Context: an optimization exercise on an open-source flow, tuned for small area, a short achievable clock period and few clock cycles. The choices shown serve that exercise and are no tape-out recipe.
In this exercise RTL edits were held to simulation tests only and were not proved equivalent to the original.

==> inputs of job 9366 <==
==> flow/design.v (excerpt) <==
module MatrixMulEngine #(
    parameter MAX_M = 4,
    parameter MAX_K = 4,
    parameter MAX_N = 4
)(
    input wire clk,
    input wire rst_n,
    input wire start,
    output reg done,
    input [2:0] M_val,
    input [2:0] K_val,
    input [2:0] N_val,
    input  wire [32*MAX_M*MAX_K-1:0] matrix_A,
    input  wire [32*MAX_K*MAX_N-1:0] matrix_B,
    output reg  [32*MAX_M*MAX_N-1:0] matrix_C
);
==> module MatrixMulEngine, before the edit <==
module MatrixMulEngine #(
    parameter MAX_M = 4,
    parameter MAX_K = 4,
    parameter MAX_N = 4
)(
    input wire clk,
    input wire rst_n,
    input wire start,
    output reg done,
    input [2:0] M_val,
    input [2:0] K_val,
    input [2:0] N_val,
    input  wire [32*MAX_M*MAX_K-1:0] matrix_A,
    input  wire [32*MAX_K*MAX_N-1:0] matrix_B,
    output reg  [32*MAX_M*MAX_N-1:0] matrix_C
);
    reg       busy;
    reg [1:0] slot;               
    reg [1:0] k;
    reg [3:0] kN;                 
    reg [1:0] ic, jc;             
    reg [1:0] ig, jg;             
    reg [3:0] e0;                 
    reg [3:0] a_idx, b_idx;       
    reg [2:0] Mq, Kq, Nq;
    wire [4:0] Eq = Mq * Nq;
    wire issue = start | busy;
    wire last_k = ({1'b0, k} == Kq - 3'd1);
    wire last_group = ({1'b0, e0} + 5'd4 >= Eq);
    wire       n_wrap = ({1'b0, jc} == Nq - 3'd1);
    wire [1:0] n_i = n_wrap ? ic + 2'd1 : ic;
    wire [1:0] n_j = n_wrap ? 2'd0 : jc + 2'd1;
    function [3:0] a_index(input [1:0] i, input [2:0] kk, input [2:0] K);
        a_index = i * K + {1'b0, kk};
    endfunction
    always @(posedge clk or negedge rst_n) begin
        if (!rst_n) begin
            busy <= 1'b0;
            slot <= 2'd0;
            k <= 2'd0;
            kN <= 4'd0;
            ic <= 2'd0; jc <= 2'd0;
            ig <= 2'd0; jg <= 2'd0;
            e0 <= 4'd0;
            a_idx <= 4'd0; b_idx <= 4'd0;
            Mq <= 3'd1; Kq <= 3'd1; Nq <= 3'd1;
        end else if (start) begin
            busy <= 1'b1;
            slot <= 2'd1;
            Mq <= M_val; Kq <= K_val; Nq <= N_val;
            if (N_val == 3'd1) begin
                ic <= 2'd1; jc <= 2'd0;
                a_idx <= {1'b0, K_val}; b_idx <= 4'd0;
            end else begin
                ic <= 2'd0; jc <= 2'd1;
                a_idx <= 4'd0; b_idx <= 4'd1;
            end
        end else if (busy) begin
            slot <= slot + 2'd1;
            if (slot != 2'd3) begin
                ic <= n_i;
                jc <= n_j;
                a_idx <= a_index(n_i, {1'b0, k}, Kq);
                b_idx <= kN + {2'd0, n_j};
            end else if (!last_k) begin
                k <= k + 2'd1;
                kN <= kN + {1'b0, Nq};
                ic <= ig;
                jc <= jg;
                a_idx <= a_index(ig, {1'b0, k} + 3'd1, Kq);
                b_idx <= kN + {1'b0, Nq} + {2'd0, jg};
            end else begin
                k <= 2'd0;
                kN <= 4'd0;
                if (last_group) begin
                    busy <= 1'b0;
                    ic <= 2'd0; jc <= 2'd0;
                    ig <= 2'd0; jg <= 2'd0;
                    e0 <= 4'd0;
                    a_idx <= 4'd0; b_idx <= 4'd0;
                end else begin
                    ic <= n_i; jc <= n_j;
                    ig <= n_i; jg <= n_j;
                    e0 <= e0 + 4'd4;
                    a_idx <= a_index(n_i, 3'd0, Kq);
                    b_idx <= {2'd0, n_j};
                end
            end
        end
    end
    reg       v0, v1, v2, v3, v4;
    reg       l0, l1, l2, l3, l4;
    reg       f0;
    reg [3:0] x0, x1, x2, x3, x4;
    always @(posedge clk or negedge rst_n) begin
        if (!rst_n) begin
            v0 <= 1'b0; v1 <= 1'b0; v2 <= 1'b0; v3 <= 1'b0; v4 <= 1'b0;
            l0 <= 1'b0; l1 <= 1'b0; l2 <= 1'b0; l3 <= 1'b0; l4 <= 1'b0;
            done <= 1'b0;
        end else begin
            v0 <= issue;
            l0 <= issue & (slot == 2'd3) & last_k & last_group;
            v1 <= v0; l1 <= l0;
            v2 <= v1; l2 <= l1;
            v3 <= v2; l3 <= l2;
            v4 <= v3; l4 <= l3;
            done <= v4 & l4;
        end
    end
    always @(posedge clk) begin
        f0 <= (k == 2'd0);
        x0 <= e0 + {2'd0, slot};
        x1 <= x0; x2 <= x1; x3 <= x2; x4 <= x3;
    end
    reg  [31:0] op_a, op_b;       
    wire [31:0] result;
    reg  [31:0] acc;              
    always @(posedge clk) begin
        op_a <= matrix_A[a_idx*32 +: 32];
        op_b <= matrix_B[b_idx*32 +: 32];
        acc <= result;
    end
    FMAPipe u_fma (
        .clk(clk),
        .a_i(f0 ? 32'd0 : acc),
        .b_i(op_a),
        .c_i(op_b),
        .result_o(result)
    );
    always @(posedge clk) begin
        if (v4)
            matrix_C[x4*32 +: 32] <= acc;
    end
endmodule
==> flow/config.mk <==
export PLATFORM = sky130hd
export DESIGN_NAME = MatrixMulEngine
export DESIGN_NICKNAME = MatrixMulEngine
export VERILOG_FILES = /design/flow/design.v
export SDC_FILE = /design/flow/constraint.sdc
export NUM_CORES = 4
export LEC_CHECK = 0
export CAP_MARGIN = 20
export CORE_MARGIN = 2
export CORE_UTILIZATION = 35
export SLEW_MARGIN = 20
==> flow/constraint.sdc <==
create_clock -name core_clock -period 33.0 [get_ports {clk}]
set_input_delay 6.6000 -clock core_clock [delete_from_list [all_inputs] [get_ports {clk}]]
set_output_delay 6.6000 -clock core_clock [all_outputs]
set_load 0.01 [all_outputs]
standard.sh (not shown) runs the stock make flow with config.mk's settings and CLKGATE_MAP_FILE= SYNTH_SCRIPT=/design/flow/synth_recipe.tcl, a recipe that flattens the netlist after the stock synthesis.
==> flow/flow/run.sh <==
#!/bin/bash
# Layout flow: the standard flow (standard.sh, synthesis unchanged) with two
# settings changed for the steps after synthesis:
#  - BUFFER_PORTS_ARGS: the port buffers are sky130_fd_sc_hd__buf_1, the
#    smallest buffer (timing repair upsizes the ones on critical paths).
# Each tool's output is in orfs/logs/ (one log per step); standard.sh's own
# output is in standard.log.
export SETUP_SLACK_MARGIN=25
export BUFFER_PORTS_ARGS="-buffer_cell sky130_fd_sc_hd__buf_1"
bash standard.sh > standard.log 2>&1
status=$?
cp standard.sh standard_sh.txt 2>/dev/null
exit $status
==> job 6154: changes against job 9366 <==
--- a/flow/design.v
+++ b/flow/design.v
@@ -1281,5 +1281,5 @@
     reg [1:0] ig, jg;             
     reg [3:0] e0;                 
-    reg [3:0] a_idx, b_idx;       
+    reg [15:0] a_sel, b_sel;      
     reg [2:0] Mq, Kq, Nq;
     wire [4:0] Eq = Mq * Nq;
@@ -1293,4 +1293,7 @@
         a_index = i * K + {1'b0, kk};
     endfunction
+    function [15:0] onehot(input [3:0] idx);
+        onehot = 16'd1 << idx;
+    endfunction
     always @(posedge clk or negedge rst_n) begin
         if (!rst_n) begin
@@ -1302,5 +1305,5 @@
             ig <= 2'd0; jg <= 2'd0;
             e0 <= 4'd0;
-            a_idx <= 4'd0; b_idx <= 4'd0;
+            a_sel <= 16'd1; b_sel <= 16'd1;
             Mq <= 3'd1; Kq <= 3'd1; Nq <= 3'd1;
         end else if (start) begin
@@ -1310,8 +1313,8 @@
             if (N_val == 3'd1) begin
                 ic <= 2'd1; jc <= 2'd0;
-                a_idx <= {1'b0, K_val}; b_idx <= 4'd0;
+                a_sel <= onehot({1'b0, K_val}); b_sel <= 16'd1;
             end else begin
                 ic <= 2'd0; jc <= 2'd1;
-                a_idx <= 4'd0; b_idx <= 4'd1;
+                a_sel <= 16'd1; b_sel <= 16'd2;
             end
         end else if (busy) begin
@@ -1320,6 +1323,6 @@
                 ic <= n_i;
                 jc <= n_j;
-                a_idx <= a_index(n_i, {1'b0, k}, Kq);
-                b_idx <= kN + {2'd0, n_j};
+                a_sel <= onehot(a_index(n_i, {1'b0, k}, Kq));
+                b_sel <= onehot(kN + {2'd0, n_j});
             end else if (!last_k) begin
                 k <= k + 2'd1;
@@ -1327,6 +1330,6 @@
                 ic <= ig;
                 jc <= jg;
-                a_idx <= a_index(ig, {1'b0, k} + 3'd1, Kq);
-                b_idx <= kN + {1'b0, Nq} + {2'd0, jg};
+                a_sel <= onehot(a_index(ig, {1'b0, k} + 3'd1, Kq));
+                b_sel <= onehot(kN + {1'b0, Nq} + {2'd0, jg});
             end else begin
                 k <= 2'd0;
@@ -1337,23 +1340,23 @@
                     ig <= 2'd0; jg <= 2'd0;
                     e0 <= 4'd0;
-                    a_idx <= 4'd0; b_idx <= 4'd0;
+                    a_sel <= 16'd1; b_sel <= 16'd1;
                 end else begin
                     ic <= n_i; jc <= n_j;
                     ig <= n_i; jg <= n_j;
                     e0 <= e0 + 4'd4;
-                    a_idx <= a_index(n_i, 3'd0, Kq);
-                    b_idx <= {2'd0, n_j};
+                    a_sel <= onehot(a_index(n_i, 3'd0, Kq));
+                    b_sel <= onehot({2'd0, n_j});
                 end
             end
         end
     end
-    reg       v0, v1, v2, v3, v4;
-    reg       l0, l1, l2, l3, l4;
+    reg       v0, v1, v2, v3;
+    reg       l0, l1, l2, l3;
     reg       f0;
-    reg [3:0] x0, x1, x2, x3, x4;
+    reg [3:0] x0, x1, x2, x3;
     always @(posedge clk or negedge rst_n) begin
         if (!rst_n) begin
-            v0 <= 1'b0; v1 <= 1'b0; v2 <= 1'b0; v3 <= 1'b0; v4 <= 1'b0;
-            l0 <= 1'b0; l1 <= 1'b0; l2 <= 1'b0; l3 <= 1'b0; l4 <= 1'b0;
+            v0 <= 1'b0; v1 <= 1'b0; v2 <= 1'b0; v3 <= 1'b0;
+            l0 <= 1'b0; l1 <= 1'b0; l2 <= 1'b0; l3 <= 1'b0;
             done <= 1'b0;
         end else begin
@@ -1363,6 +1366,5 @@
             v2 <= v1; l2 <= l1;
             v3 <= v2; l3 <= l2;
-            v4 <= v3; l4 <= l3;
-            done <= v4 & l4;
+            done <= v3 & l3;
         end
     end
@@ -1370,12 +1372,22 @@
         f0 <= (k == 2'd0);
         x0 <= e0 + {2'd0, slot};
-        x1 <= x0; x2 <= x1; x3 <= x2; x4 <= x3;
+        x1 <= x0; x2 <= x1; x3 <= x2;
     end
     reg  [31:0] op_a, op_b;       
     wire [31:0] result;
     reg  [31:0] acc;              
+    reg  [31:0] op_a_d, op_b_d;
+    integer e;
+    always @(*) begin
+        op_a_d = 32'd0;
+        op_b_d = 32'd0;
+        for (e = 0; e < 16; e = e + 1) begin
+            op_a_d = op_a_d | (matrix_A[32*e +: 32] & {32{a_sel[e]}});
+            op_b_d = op_b_d | (matrix_B[32*e +: 32] & {32{b_sel[e]}});
+        end
+    end
     always @(posedge clk) begin
-        op_a <= matrix_A[a_idx*32 +: 32];
-        op_b <= matrix_B[b_idx*32 +: 32];
+        op_a <= op_a_d;
+        op_b <= op_b_d;
         acc <= result;
     end
@@ -1388,6 +1400,6 @@
     );
     always @(posedge clk) begin
-        if (v4)
-            matrix_C[x4*32 +: 32] <= acc;
+        if (v3)
+            matrix_C[x3*32 +: 32] <= result;
     end
 endmodule
Settings changed: CORE_UTILIZATION 35 to 42.
==> job 6290: changes against job 9366 <==
--- a/flow/design.v
+++ b/flow/design.v
@@ -1280,17 +1280,20 @@
     reg [1:0] ic, jc;             
     reg [1:0] ig, jg;             
-    reg [3:0] e0;                 
-    reg [3:0] a_idx, b_idx;       
+    reg [3:0] cnt;                
+    reg [15:0] a_sel, b_sel;      
+    wire [15:0] b_sel1 = {b_sel[14:0], 1'b0};    
     reg [2:0] Mq, Kq, Nq;
-    wire [4:0] Eq = Mq * Nq;
+    wire [4:0] E0 = Mq * ((Nq + 3'd1) >> 1);    
     wire issue = start | busy;
     wire last_k = ({1'b0, k} == Kq - 3'd1);
-    wire last_group = ({1'b0, e0} + 5'd4 >= Eq);
-    wire       n_wrap = ({1'b0, jc} == Nq - 3'd1);
-    wire [1:0] n_i = n_wrap ? ic + 2'd1 : ic;
-    wire [1:0] n_j = n_wrap ? 2'd0 : jc + 2'd1;
+    wire last_group = ({1'b0, cnt} + 5'd4 >= E0);
     function [3:0] a_index(input [1:0] i, input [2:0] kk, input [2:0] K);
         a_index = i * K + {1'b0, kk};
     endfunction
+    function [15:0] onehot(input [3:0] idx);
+        onehot = 16'd1 << idx;
+    endfunction
+    wire [1:0] n_i = ({1'b0, jc} + 3'd2 < Nq) ? ic : ic + 2'd1;
+    wire [1:0] n_j = ({1'b0, jc} + 3'd2 < Nq) ? jc + 2'd2 : 2'd0;
     always @(posedge clk or negedge rst_n) begin
         if (!rst_n) begin
@@ -1301,6 +1304,6 @@
             ic <= 2'd0; jc <= 2'd0;
             ig <= 2'd0; jg <= 2'd0;
-            e0 <= 4'd0;
-            a_idx <= 4'd0; b_idx <= 4'd0;
+            cnt <= 4'd0;
+            a_sel <= 16'd1; b_sel <= 16'd1;
             Mq <= 3'd1; Kq <= 3'd1; Nq <= 3'd1;
         end else if (start) begin
@@ -1308,10 +1311,10 @@
             slot <= 2'd1;
             Mq <= M_val; Kq <= K_val; Nq <= N_val;
-            if (N_val == 3'd1) begin
+            if (N_val <= 3'd2) begin
                 ic <= 2'd1; jc <= 2'd0;
-                a_idx <= {1'b0, K_val}; b_idx <= 4'd0;
+                a_sel <= onehot({1'b0, K_val}); b_sel <= 16'd1;
             end else begin
-                ic <= 2'd0; jc <= 2'd1;
-                a_idx <= 4'd0; b_idx <= 4'd1;
+                ic <= 2'd0; jc <= 2'd2;
+                a_sel <= 16'd1; b_sel <= 16'd4;
             end
         end else if (busy) begin
@@ -1320,6 +1323,6 @@
                 ic <= n_i;
                 jc <= n_j;
-                a_idx <= a_index(n_i, {1'b0, k}, Kq);
-                b_idx <= kN + {2'd0, n_j};
+                a_sel <= onehot(a_index(n_i, {1'b0, k}, Kq));
+                b_sel <= onehot(kN + {2'd0, n_j});
             end else if (!last_k) begin
                 k <= k + 2'd1;
@@ -1327,6 +1330,6 @@
                 ic <= ig;
                 jc <= jg;
-                a_idx <= a_index(ig, {1'b0, k} + 3'd1, Kq);
-                b_idx <= kN + {1'b0, Nq} + {2'd0, jg};
+                a_sel <= onehot(a_index(ig, {1'b0, k} + 3'd1, Kq));
+                b_sel <= onehot(kN + {1'b0, Nq} + {2'd0, jg});
             end else begin
                 k <= 2'd0;
@@ -1336,24 +1339,25 @@
                     ic <= 2'd0; jc <= 2'd0;
                     ig <= 2'd0; jg <= 2'd0;
-                    e0 <= 4'd0;
-                    a_idx <= 4'd0; b_idx <= 4'd0;
+                    cnt <= 4'd0;
+                    a_sel <= 16'd1; b_sel <= 16'd1;
                 end else begin
                     ic <= n_i; jc <= n_j;
                     ig <= n_i; jg <= n_j;
-                    e0 <= e0 + 4'd4;
-                    a_idx <= a_index(n_i, 3'd0, Kq);
-                    b_idx <= {2'd0, n_j};
+                    cnt <= cnt + 4'd4;
+                    a_sel <= onehot(a_index(n_i, 3'd0, Kq));
+                    b_sel <= onehot({2'd0, n_j});
                 end
             end
         end
     end
-    reg       v0, v1, v2, v3, v4;
-    reg       l0, l1, l2, l3, l4;
+    reg       v0, v1, v2, v3;
+    reg       l0, l1, l2, l3;
     reg       f0;
-    reg [3:0] x0, x1, x2, x3, x4;
+    reg       w0, w1, w2, w3;
+    reg [3:0] x0, x1, x2, x3;
     always @(posedge clk or negedge rst_n) begin
         if (!rst_n) begin
-            v0 <= 1'b0; v1 <= 1'b0; v2 <= 1'b0; v3 <= 1'b0; v4 <= 1'b0;
-            l0 <= 1'b0; l1 <= 1'b0; l2 <= 1'b0; l3 <= 1'b0; l4 <= 1'b0;
+            v0 <= 1'b0; v1 <= 1'b0; v2 <= 1'b0; v3 <= 1'b0;
+            l0 <= 1'b0; l1 <= 1'b0; l2 <= 1'b0; l3 <= 1'b0;
             done <= 1'b0;
         end else begin
@@ -1363,20 +1367,35 @@
             v2 <= v1; l2 <= l1;
             v3 <= v2; l3 <= l2;
-            v4 <= v3; l4 <= l3;
-            done <= v4 & l4;
+            done <= l3;
         end
     end
     always @(posedge clk) begin
         f0 <= (k == 2'd0);
-        x0 <= e0 + {2'd0, slot};
-        x1 <= x0; x2 <= x1; x3 <= x2; x4 <= x3;
+        x0 <= ic * Nq + {2'd0, jc};
+        w0 <= start ? (N_val > 3'd1) : ({1'b0, jc} + 3'd1 < Nq);
+        x1 <= x0; x2 <= x1; x3 <= x2;
+        w1 <= w0; w2 <= w1; w3 <= w2;
+    end
+    reg  [31:0] op_a, op_b, op_b1;    
+    wire [31:0] result, result1;
+    reg  [31:0] acc, acc1;            
+    reg  [31:0] op_a_d, op_b_d, op_b1_d;
+    integer e;
+    always @(*) begin
+        op_a_d = 32'd0;
+        op_b_d = 32'd0;
+        op_b1_d = 32'd0;
+        for (e = 0; e < 16; e = e + 1) begin
+            op_a_d = op_a_d | (matrix_A[32*e +: 32] & {32{a_sel[e]}});
+            op_b_d = op_b_d | (matrix_B[32*e +: 32] & {32{b_sel[e]}});
+            op_b1_d = op_b1_d | (matrix_B[32*e +: 32] & {32{b_sel1[e]}});
+        end
     end
-    reg  [31:0] op_a, op_b;       
-    wire [31:0] result;
-    reg  [31:0] acc;              
     always @(posedge clk) begin
-        op_a <= matrix_A[a_idx*32 +: 32];
-        op_b <= matrix_B[b_idx*32 +: 32];
+        op_a <= op_a_d;
+        op_b <= op_b_d;
+        op_b1 <= op_b1_d;
         acc <= result;
+        acc1 <= result1;
     end
     FMAPipe u_fma (
@@ -1387,7 +1406,26 @@
         .result_o(result)
     );
-    always @(posedge clk) begin
-        if (v4)
-            matrix_C[x4*32 +: 32] <= acc;
-    end
+    FMAPipe u_fma1 (
+        .clk(clk),
+        .a_i(f0 ? 32'd0 : acc1),
+        .b_i(op_a),
+        .c_i(op_b1),
+        .result_o(result1)
+    );
+    localparam [15:0] U0_WORDS = 16'b0101_1111_0111_1111;   
+    localparam [15:0] U1_WORDS = 16'b1010_1110_1011_1010;   
+    wire [3:0] x3n = x3 + 4'd1;
+    genvar gw;
+    generate
+        for (gw = 0; gw < 16; gw = gw + 1) begin : g_c
+            wire wr0 = U0_WORDS[gw] & v3 & (x3 == gw);
+            wire wr1 = U1_WORDS[gw] & v3 & w3 & (x3n == gw);
+            always @(posedge clk) begin
+                if (wr0)
+                    matrix_C[gw*32 +: 32] <= result;
+                else if (wr1)
+                    matrix_C[gw*32 +: 32] <= result1;
+            end
+        end
+    endgenerate
 endmodule
Settings changed: CORE_UTILIZATION 35 to 42.
==> qor summary <==
                                                                                          job 6290                   job 6154                     job 9366
Outcome                                                                             finished clean   finished with violations               finished clean
Violated checks                                                                                  -         antenna violations                            -
Area after detailed placement                                                          0.138 sq mm               0.0885 sq mm                 0.0907 sq mm
Number of violations reported at the end of detailed-routing iteration 0                     16600                      11600                         8668
Global-route usage over all layers                                                           42.5%                      49.7%                        37.0%
Final Routed Wirelength                                                             688000 microns             508000 microns               459000 microns
Proportion of cell area occupied by registers                                                25.5%                      29.0%                        27.3%
Startpoint of the worst register-to-register path                                         op_b[24]                         f0          u_fma.p2_PosSum[64]
Cell count after placement                                                                   19500                      12400                        12000
Min setup slack post-route                                                                24.68 ns                   24.93 ns                     24.90 ns
Area Overhead vs Synth                                                                       13.8%                      18.8%                        21.8%
Reg2reg end                                                                 u_fma.p1_Carry_postcor       u_fma.p1_CSA_sum[13]  u_fma.p3_Mant_norm_high[61]
Met2 wire len                                                                       290000 microns             215000 microns               201000 microns
Leading cell type in the layout, fill and taps excluded                   sky130_fd_sc_hd__nand2_1     sky130_fd_sc_hd__buf_1       sky130_fd_sc_hd__buf_1
Final weighted congestion in routability-driven placement                                     1.12                       1.17                         1.09
Period minus WS final                                                                      8.32 ns                    8.07 ns                      8.10 ns
Final ANT Viol Nets                                                                              0                          1                            0
Post-synthesis cell type with the largest combined area                   sky130_fd_sc_hd__dfxtp_1  sky130_fd_sc_hd__edfxtp_1    sky130_fd_sc_hd__edfxtp_1
Number of inverters outside the clock class in the layout                                     1197                        638                          575
Period utilisation layout                                                                    25.2%                      24.5%                        24.5%
Met1 Use GR                                                                                  52.5%                      52.2%                        43.4%
Startpoint of the worst setup timing path                                            matrix_C[442]              matrix_C[283]                matrix_C[158]
Crit Path Max Fanout                                                                             1                          2                            2
Wire length of the first global-routing pass                                        938000 microns             661000 microns               604000 microns
Testbench counts of job 9366, summed over its fixed seeds: cycles 3,844.
Testbench counts of job 6154, summed over its fixed seeds: cycles 3,772.
Testbench counts of job 6290, summed over its fixed seeds: cycles 2,112.

what the ideal ports hide:
Ports are ideal in the flow. The routed layouts listed here were re-timed in OpenROAD. Step 1: set_driving_cell puts a clkbuf_16 on clk and a buf_2 on each other input, an assumption about the parent block. Step 2 times the ports against the registers' clock, not the clock port: input delays grow and output delays shrink by t, the midpoint of the rising clock arrivals with the driver on. a / b / c = no drivers / after step 1 / after step 2; a / b = the first two.
run | shift t [ns] | slack for setup (ns) | worst setup path after step 2 | slew at the worst register clock pin (ns) | worst data-port slew with drivers (ns)
job 9366 | 0.938 | 24.902 / 24.792 / 24.341 | input to register | 0.07 / 0.07 | 0.59
job 6154 | 0.914 | 24.930 / 24.825 / 24.181 | input to register | 0.07 / 0.07 | 0.33
job 6290 | 0.984 | 24.678 / 24.562 / 24.252 | input to register | 0.08 / 0.08 | 0.62
The setup slack of job 6154, which loses most, moves by -0.105 ns with the drivers and by -0.749 ns with both steps.
